Background: an optimization exercise with open tools, aiming at small area. Do not read the settings as production practice.
In this exercise RTL edits were held to simulation tests only and were not proved equivalent to the original.
No activity file was given, so power comes from the tool's default toggle rates.

==> trial 47: inputs <==
// Top
module Top(
input clk,
input rst_n,
input [31:0] inst,
input [31:0] readdata,
output [5:0] pc_in1,
output [5:0] pc_out,
output [4:0] reg_addr3,
output [31:0] reg_din,
output [31:0] srcb,
output [31:0] aluresult,
output [1:0] zero,
output [31:0] writedata,
output MemtoReg,
output MemWrite,
output Branch,
output ALUSrc,
output RegDst,
output RegWrite
    );
wire [5:0] op = inst[31:26];
wire [4:0] rs = inst[25:21];
wire [4:0] rt = inst[20:16];
wire [4:0] rd = inst[15:11];
wire [15:0] imm = inst[15:0];
wire is_add  = (op == 6'b000000);
wire is_addi = (op == 6'b001000);
wire is_lw   = (op == 6'b100011);
wire is_sw   = (op == 6'b101011);
wire is_bgtz = (op == 6'b000111);
wire is_j    = (op == 6'b000010);
assign MemWrite = is_sw;
assign Branch   = is_bgtz | is_j;
assign ALUSrc   = is_addi | is_lw | is_sw;
assign RegDst   = ~ALUSrc;
assign RegWrite = is_add | is_addi | is_lw;
assign MemtoReg = ~(is_add | is_addi | is_sw | is_bgtz | is_j);
  ...
==> module Top, before the edit <==
module Top(
input clk,
input rst_n,
input [31:0] inst,
input [31:0] readdata,
output [5:0] pc_in1,
output [5:0] pc_out,
output [4:0] reg_addr3,
output [31:0] reg_din,
output [31:0] srcb,
output [31:0] aluresult,
output [1:0] zero,
output [31:0] writedata,
output MemtoReg,
output MemWrite,
output Branch,
output ALUSrc,
output RegDst,
output RegWrite
    );
wire [5:0] op = inst[31:26];
wire [4:0] rs = inst[25:21];
wire [4:0] rt = inst[20:16];
wire [4:0] rd = inst[15:11];
wire [15:0] imm = inst[15:0];
wire is_add  = (op == 6'b000000);
wire is_addi = (op == 6'b001000);
wire is_lw   = (op == 6'b100011);
wire is_sw   = (op == 6'b101011);
wire is_bgtz = (op == 6'b000111);
wire is_j    = (op == 6'b000010);
assign MemWrite = is_sw;
assign Branch   = is_bgtz | is_j;
assign ALUSrc   = is_addi | is_lw | is_sw;
assign RegDst   = ~ALUSrc;
assign RegWrite = is_add | is_addi | is_lw;
assign MemtoReg = ~(is_add | is_addi | is_sw | is_bgtz | is_j);
wire imm_pos = (imm[15:11] == 5'b0);
wire [31:0] ext = imm_pos ? (is_j ? {16'b0, imm} : {18'b0, imm[15:2]}) : {16'hffff, imm};
reg [1023:0] rf;
reg [31:0] valid;
wire [31:0] rs_val, rt_val;
wire [31:0] rs_sel, rt_sel;
genvar g, b;
generate
    for (g = 0; g < 32; g = g + 1) begin : sels
        assign rs_sel[g] = valid[g] && (rs == g);
        assign rt_sel[g] = valid[g] && (rt == g);
    end
    for (b = 0; b < 32; b = b + 1) begin : rdp
        wire [31:0] col;
        for (g = 0; g < 32; g = g + 1) begin : c
            assign col[g] = rf[g*32+b];
        end
        rd_bit u_rs(.s(rs_sel), .d(col), .o(rs_val[b]));
        rd_bit u_rt(.s(rt_sel), .d(col), .o(rt_val[b]));
    end
endgenerate
assign reg_addr3 = RegDst ? rd : rt;
wire [1023:0] rf_n;
generate
    for (g = 0; g < 32; g = g + 1) begin : regs
        wire we = RegWrite && (reg_addr3 == g);
        for (b = 0; b < 32; b = b + 1) begin : bits
            rf_cell u_cell(.q(rf[g*32+b]), .h(~we), .w(we), .d(reg_din[b]), .n(rf_n[g*32+b]));
        end
        always @(posedge clk, negedge rst_n)
            if (~rst_n) valid[g] <= 1'b0;
            else if (we) valid[g] <= 1'b1;
    end
endgenerate
always @(posedge clk)
    rf <= rf_n;
assign srcb = ALUSrc ? ext : rt_val;
assign writedata = rt_val;
wire gt = rs_val > rt_val;
assign aluresult = (is_bgtz | is_j) ? 32'b0 : rs_val + srcb;
assign zero = is_j ? 2'b11 : {is_bgtz & gt, 1'b0};
assign reg_din = MemtoReg ? readdata : aluresult;
reg [5:0] pc;
assign pc_out = pc;
assign pc_in1 = pc + 6'd1;
wire [5:0] pc_next = is_j ? imm[5:0] :
                     (is_bgtz & gt) ? pc_in1 + (imm_pos ? imm[7:2] : imm[5:0]) :
                     pc_in1;
always @(posedge clk, negedge rst_n)
    if (~rst_n) pc <= 6'b0;
    else pc <= pc_next;
endmodule
==> module rf_cell, before the edit <==
module rf_cell(input q, input h, input w, input d, output n);
assign n = (q & h) | (w & d);
endmodule
==> module aoi3, before the edit <==
module aoi3(input s0, d0, s1, d1, s2, d2, output n);
assign n = ~((s0 & d0) | (s1 & d1) | (s2 & d2));
endmodule
==> module aoi2, before the edit <==
module aoi2(input s0, d0, s1, d1, output n);
assign n = ~((s0 & d0) | (s1 & d1));
endmodule
==> module or11n, before the edit <==
module or11n(input [10:0] n, output o);
assign o = ~&n;
endmodule
==> module rd_bit, before the edit <==
module rd_bit(input [31:0] s, input [31:0] d, output o);
wire [10:0] n;
genvar i;
generate for (i = 0; i < 10; i = i + 1) begin : g
  aoi3 u(s[3*i], d[3*i], s[3*i+1], d[3*i+1], s[3*i+2], d[3*i+2], n[i]);
end endgenerate
aoi2 u2(s[30], d[30], s[31], d[31], n[10]);
or11n u3(n, o);
endmodule
clock: 15.0 ns
lec_check: 0
cap_margin: 20
core_margin: 2
core_utilization: 40
slew_margin: 20
synth_hierarchical: 1
run.sh (not shown) runs the stock make flow with config.mk's settings and CLKGATE_MAP_FILE= SYNTH_SCRIPT=/design/flow/synth_recipe.tcl, a recipe that flattens the netlist after the stock synthesis.
==> trial 26 (differences from trial 47) <==
==> flow/design.v (replaced) <==
`timescale 1ns / 1ps
module Pcplus(
input [5:0] pc_now,
output [5:0] pcplus4
    );
assign pcplus4 = pc_now + 1;
endmodule
`timescale 1ns / 1ps
module Pc(
input clk,
input rst_n,
input [5:0] pc_in,
output reg [5:0] pc_out
    );
always@(posedge clk,negedge rst_n)
begin
	if(~rst_n)
		pc_out <= 0;
	else
		pc_out <= pc_in;
end
endmodule
`timescale 1ns / 1ps
module control(
input [5:0] op,
output reg MemtoReg,
output reg MemWrite,
output reg Branch,
output reg [2:0] ALUControl,
output reg ALUSrc,
output reg RegDst,
output reg RegWrite
    );
always@(*)
begin
	case(op)
	6'b000000:	 
	begin
		MemtoReg = 0;
		MemWrite = 0;
		Branch = 0;
		ALUControl = 3'b111;
		ALUSrc = 0;
		RegDst = 1;
		RegWrite = 1;
	end
	6'b001000:    
	begin
		MemtoReg = 0;
		MemWrite = 0;
		Branch = 0;
		ALUControl = 3'b111;
		ALUSrc = 1;
		RegDst = 0;
		RegWrite = 1;
	end
	6'b100011:    
	begin
		MemtoReg = 1;
		MemWrite = 0;
		Branch = 0;
		ALUControl = 3'b111;
		ALUSrc = 1;
		RegDst = 0;
		RegWrite = 1;
	end
	6'b101011:    
	begin
		MemtoReg = 0;
		MemWrite = 1;
		Branch = 0;
		ALUControl = 3'b111;
		ALUSrc = 1;
		RegDst = 0;
		RegWrite = 0;
	end
	6'b000111:     
	begin
		MemtoReg = 0;
		MemWrite = 0;
		Branch = 1;
		ALUControl = 3'b110;
		ALUSrc = 0;
		RegDst = 1;
		RegWrite = 0;
	end
	6'b000010:    
	begin
		MemtoReg = 0;
		MemWrite = 0;
		Branch = 1;
		ALUControl = 3'b101;
		ALUSrc = 0;
		RegDst = 1;
		RegWrite = 0;
	end
	default:
	begin	
		MemtoReg = 1;
		MemWrite = 0;
		Branch = 0;
		ALUControl = 3'b111;
		ALUSrc = 0;
		RegDst = 1;
		RegWrite = 0;
	end
	endcase
end
endmodule
`timescale 1ns / 1ps
module reg_file(
input clk,
input rst_n,
input [4:0] r1_addr,
input [4:0] r2_addr,
input [4:0] r3_addr,
input [31:0] r3_din,
input r3_wr,
output [31:0] r1_dout,
output [31:0] r2_dout
    );
reg [31:0] r[0:31];
integer i;
assign r1_dout = r[r1_addr];   
assign r2_dout = r[r2_addr];
always@(posedge clk,negedge rst_n)
begin
    if(~rst_n)
	 begin
		for(i=0;i<=31;i=i+1)
			r[i] <= 0;
	 end
	 else
	 begin
	 if(r3_wr)
	 r[r3_addr] <= r3_din;
	 end
end
endmodule
`timescale 1ns / 1ps
module Alu(
input [31:0] srca,
input [31:0] srcb,
input [2:0] aluop,
output reg [31:0] aluresult,
output reg [1:0] zero
    );
always@(*)
begin
	case(aluop)
	3'b111:   
	begin
		aluresult = srca + srcb;
		zero = 2'b00;
	end
	3'b110:   
	begin
		aluresult = 0;    
		if(srca > srcb)
			zero = 2'b10;
		else	zero = 2'b00;
	end
	3'b101:   
	begin
		aluresult = 0;    
		zero = 2'b11;
	end
	default:
	begin
		aluresult = 0;
		zero = 2'b00;
	end
	endcase
end
endmodule
`timescale 1ns / 1ps
module And(
input a,
input [1:0] b,
output reg c
    );
always@(*)
begin
	if(a == 1 & (b == 2'b10 | b == 2'b11))  
		c = 1;
	else c = 0;
end
endmodule
`timescale 1ns / 1ps
module extend(
input [1:0] zero,
input [15:0] a,
output reg [31:0] b
    );
always@(*)
begin
	if(a[15:11]==5'b0)   
	begin
		if(zero == 2'b11)
			b = {16'b0,a};
		else
			b = {16'b0,a}>>2;
	end
	else            
		b = {16'hffff,a};
end
endmodule
`timescale 1ns / 1ps
module PCBranch(
input [5:0] signlmm,
input [5:0] pc_in,
input [1:0] zero,
output reg [5:0] pc_out
    );	 
always@(*)
begin
	if(zero == 2'b10)
		pc_out = pc_in + signlmm;
	else if(zero == 2'b11)
		pc_out = signlmm;
	else pc_out = 0;
end
endmodule
`timescale 1ns / 1ps
module Mux(
input [31:0] a,
input [31:0] b,
input sel,
output [31:0] c
    );
assign c = sel?a:b;   
endmodule
`timescale 1ns / 1ps
module Top(
input clk,
input rst_n,
input [31:0] inst,
input [31:0] readdata,
output [5:0] pc_in1,
output [5:0] pc_out,
output [4:0] reg_addr3,
output [31:0] reg_din,
output [31:0] srcb,
output [31:0] aluresult,
output [1:0] zero,
output [31:0] writedata,
output MemtoReg,
output MemWrite,
output Branch,
output ALUSrc,
output RegDst,
output RegWrite
    );
wire [2:0] ALUControl;
wire [31:0] r1_dout;
wire [31:0] r2_dout;
wire [5:0] pc_in2;
wire [5:0] pc_in;
wire [31:0] signlmm;
wire PCSrc;
wire [31:0] reg_addr3_w;
wire [31:0] pc_in_w;
wire [1:0] ext_sel = (ALUControl == 3'b101) ? 2'b11 : 2'b00;
assign writedata = r2_dout;
assign reg_addr3 = reg_addr3_w[4:0];
assign pc_in = pc_in_w[5:0];
Pc u_pc(clk,rst_n,pc_in,pc_out);
Pcplus u_pcplus(pc_out,pc_in1);
control u_control(inst[31:26],MemtoReg,MemWrite,Branch,ALUControl,ALUSrc,RegDst,RegWrite);
reg_file u_reg_file(clk,rst_n,inst[25:21],inst[20:16],reg_addr3,reg_din,RegWrite,r1_dout,r2_dout);
Alu u_alu(r1_dout,srcb,ALUControl,aluresult,zero);
And u_and(Branch,zero,PCSrc);
extend u_extend(ext_sel,inst[15:0],signlmm);
PCBranch u_pcbranch(signlmm[5:0],pc_in1,zero,pc_in2);
Mux u_mux1({27'b0,inst[15:11]},{27'b0,inst[20:16]},RegDst,reg_addr3_w);
Mux u_mux2(signlmm,r2_dout,ALUSrc,srcb);
Mux u_mux3(readdata,aluresult,MemtoReg,reg_din);
Mux u_mux4({26'b0,pc_in2},{26'b0,pc_in1},PCSrc,pc_in_w);
endmodule
Settings changed: SYNTH_HIERARCHICAL 1 to unset.
==> build 73 (differences from trial 47) <==
--- a/flow/design.v
+++ b/flow/design.v
@@ -41,2 +41,3 @@
 reg [1023:0] rf;
+reg par;
 reg [31:0] valid;
@@ -44,2 +45,4 @@
 wire [31:0] rs_sel, rt_sel;
+wire rs_par = par & (|rs_sel);
+wire rt_par = par & (|rt_sel);
 genvar g, b;
@@ -55,4 +58,4 @@
         end
-        rd_bit u_rs(.s(rs_sel), .d(col), .o(rs_val[b]));
-        rd_bit u_rt(.s(rt_sel), .d(col), .o(rt_val[b]));
+        rd_bit u_rs(.s(rs_sel), .d(col), .p(rs_par), .o(rs_val[b]));
+        rd_bit u_rt(.s(rt_sel), .d(col), .p(rt_par), .o(rt_val[b]));
     end
@@ -61,2 +64,3 @@
 wire [1023:0] rf_n;
+wire [31:0] wd = reg_din ^ {32{par}};
 generate
@@ -65,3 +69,3 @@
         for (b = 0; b < 32; b = b + 1) begin : bits
-            rf_cell u_cell(.q(rf[g*32+b]), .h(~we), .w(we), .d(reg_din[b]), .n(rf_n[g*32+b]));
+            rf_cell u_cell(.q(rf[g*32+b]), .h(~we), .w(we), .d(wd[b]), .n(rf_n[g*32+b]));
         end
@@ -74,2 +78,5 @@
     rf <= rf_n;
+always @(posedge clk, negedge rst_n)
+    if (~rst_n) par <= 1'b0;
+    else par <= ~par;
 assign srcb = ALUSrc ? ext : rt_val;
@@ -91,3 +98,3 @@
 module rf_cell(input q, input h, input w, input d, output n);
-assign n = (q & h) | (w & d);
+assign n = ~((q | w) & (h | d));
 endmodule
@@ -99,6 +106,6 @@
 endmodule
-module or11n(input [10:0] n, output o);
-assign o = ~&n;
+module or11n(input [10:0] n, input p, output o);
+assign o = (~&n) ^ p;
 endmodule
-module rd_bit(input [31:0] s, input [31:0] d, output o);
+module rd_bit(input [31:0] s, input [31:0] d, input p, output o);
 wire [10:0] n;
@@ -109,3 +116,3 @@
 aoi2 u2(s[30], d[30], s[31], d[31], n[10]);
-or11n u3(n, o);
+or11n u3(n, p, o);
 endmodule
Settings changed: CAP_MARGIN 20 to 5, CORE_UTILIZATION 40 to 55, CTS_BUF_LIST set to sky130_fd_sc_hd__clkbuf_8, SLEW_MARGIN 20 to 5.
==> trial 5 (differences from trial 47) <==
--- a/flow/design.v
+++ b/flow/design.v
@@ -41,2 +41,3 @@
 reg [1023:0] rf;
+reg par;
 reg [31:0] valid;
@@ -44,2 +45,4 @@
 wire [31:0] rs_sel, rt_sel;
+wire rs_par = par & (|rs_sel);
+wire rt_par = par & (|rt_sel);
 genvar g, b;
@@ -55,4 +58,4 @@
         end
-        rd_bit u_rs(.s(rs_sel), .d(col), .o(rs_val[b]));
-        rd_bit u_rt(.s(rt_sel), .d(col), .o(rt_val[b]));
+        rd_bit u_rs(.s(rs_sel), .d(col), .p(rs_par), .o(rs_val[b]));
+        rd_bit u_rt(.s(rt_sel), .d(col), .p(rt_par), .o(rt_val[b]));
     end
@@ -61,2 +64,3 @@
 wire [1023:0] rf_n;
+wire [31:0] wd = reg_din ^ {32{par}};
 generate
@@ -65,3 +69,3 @@
         for (b = 0; b < 32; b = b + 1) begin : bits
-            rf_cell u_cell(.q(rf[g*32+b]), .h(~we), .w(we), .d(reg_din[b]), .n(rf_n[g*32+b]));
+            rf_cell u_cell(.q(rf[g*32+b]), .h(~we), .w(we), .d(wd[b]), .n(rf_n[g*32+b]));
         end
@@ -74,2 +78,5 @@
     rf <= rf_n;
+always @(posedge clk, negedge rst_n)
+    if (~rst_n) par <= 1'b0;
+    else par <= ~par;
 assign srcb = ALUSrc ? ext : rt_val;
@@ -91,3 +98,3 @@
 module rf_cell(input q, input h, input w, input d, output n);
-assign n = (q & h) | (w & d);
+assign n = ~((q | w) & (h | d));
 endmodule
@@ -99,6 +106,6 @@
 endmodule
-module or11n(input [10:0] n, output o);
-assign o = ~&n;
+module or11n(input [10:0] n, input p, output o);
+assign o = (~&n) ^ p;
 endmodule
-module rd_bit(input [31:0] s, input [31:0] d, output o);
+module rd_bit(input [31:0] s, input [31:0] d, input p, output o);
 wire [10:0] n;
@@ -109,3 +116,3 @@
 aoi2 u2(s[30], d[30], s[31], d[31], n[10]);
-or11n u3(n, o);
+or11n u3(n, p, o);
 endmodule
Settings changed: CTS_BUF_LIST set to sky130_fd_sc_hd__clkbuf_4.
==> results.yml <==
status:
  status: "no timing/DRC/antenna violations"
global_routing:
  grt_pass1_wl_um: 409000
  grt_max_degree: 144
setup_path:
  critical_path_buf_inv_count: 5
  slowest_delay_ns: 1.13
  critPathSlowestCell: "clkdlybuf4s50_1"
routing:
  dr.pass1.iters: 12
  drt-met1-wl_um: 109000
cells_and_area:
  utilization_pct: 46.9
  num-nets-final: 6110
power:
  power_frac_seq_pct: 44.3
min_path:
  min_from: "u_reg_file.r[14][21]$_DFFE_PN0P_"
  hold_depth: 2
floorplanning:
  dieArea_um2: 137000
sta:
  max_freq_ghz: 0.0694
logic_synthesis:
  yosys.area_share.xor_xnor_pct: 0.522
  yosys.area.top_type: "dfrtp_1"
[end of results for trial 26]
==> results.yml <==
cells_and_area:
  seqCellArea_um2: 21500
min_path:
  min_from: "valid[17]$_DFFE_PN0P_"
  hold_depth: 1
global_routing:
  grt_pass1_wl_um: 304000
  grt_max_degree: 60
clock_tree:
  cts_root_buf: "clkbuf_16"
power:
  power_frac_seq_pct: 46.6
routing:
  dr.pass1.iters: 15
  drt-met1-wl_um: 83000
setup_path:
  slowest_delay_ns: 0.80
  critical_path_buf_inv_count: 5
  critPathSlowestCell: "and3_2"
status:
  status: "no timing/DRC/antenna violations"
sta:
  max_freq_ghz: 0.0748
logic_synthesis:
  yosys.area.top_type: "dfxtp_1"
  yosys.area_share.xor_xnor_pct: 0.626
floorplanning:
  dieArea_um2: 115000
[end of results for trial 47]
==> results.yml <==
logic_synthesis:
  yosys.area.top_type: "dfxtp_1"
routing:
  dr.pass1.iters: 17
min_path:
  hold_depth: 1
setup_path:
  critPathSlowestCell: "and3_1"
  slowest_delay_ns: 0.97
  critical_path_buf_inv_count: 3
sta:
  max_freq_ghz: 0.0754
floorplanning:
  dieArea_um2: 110000
global_routing:
  grt_max_degree: 40
  grt_pass1_wl_um: 316000
place:
  dp_cells: 5752
power:
  power_frac_seq_pct: 46.9
status:
  status: "no timing/DRC/antenna violations"
[end of results for trial 5]
==> results.yml <==
status:
  status: "no timing/DRC/antenna violations"
global_routing:
  grt_pass1_wl_um: 302000
floorplanning:
  dieArea_um2: 80700
setup_path:
  critical_path_buf_inv_count: 3
  slowest_delay_ns: 0.99
cells_and_area:
  utilization_pct: 66.3
  num-nets-final: 4657
  reg_top3: "rf: 1024 flops, valid: 32 flops, pc: 6 flops"
logic_synthesis:
  yosys.area_share.xor_xnor_pct: 2.70
routing:
  drt-met1-wl_um: 73500
  dr.pass1.iters: 22
power:
  power_frac_seq_pct: 47.6
sta:
  max_freq_ghz: 0.0746
min_path:
  min_from: "rf[128]$_DFF_P_"
[end of results for build 73]

## re-timing with driven ports
Ports are ideal in the flow. The routed layouts listed here were re-timed in OpenROAD. Step 1, drivers: a clkbuf_16 drives clk and a buf_2 each remaining input, both assumed. Step 2 times the ports against the registers' clock, not the clock port: input delays grow and output delays shrink by t, the midpoint of the rising clock arrivals with the driver on. Three values: no drivers, after step 1, after step 2; two values: the first two.
run	t, ns	setup slack, ns	hold WS [ns]
trial 47	0.786	1.629 / 1.584 / 1.584	0.479 / 0.479 / 0.479
trial 26	0.849	0.591 / 0.569 / 0.569	0.519 / 0.519 / 0.519
build 73	0.915	1.599 / 1.558 / 1.558	0.469 / 0.469 / 0.469
trial 5	1.243	1.736 / 1.699 / 1.699	0.469 / 0.469 / 0.469
After both steps setup and hold are still met in every run listed. The setup slack of trial 47, which loses most, moves by -0.045 ns with the drivers and by -0.045 ns with both steps.
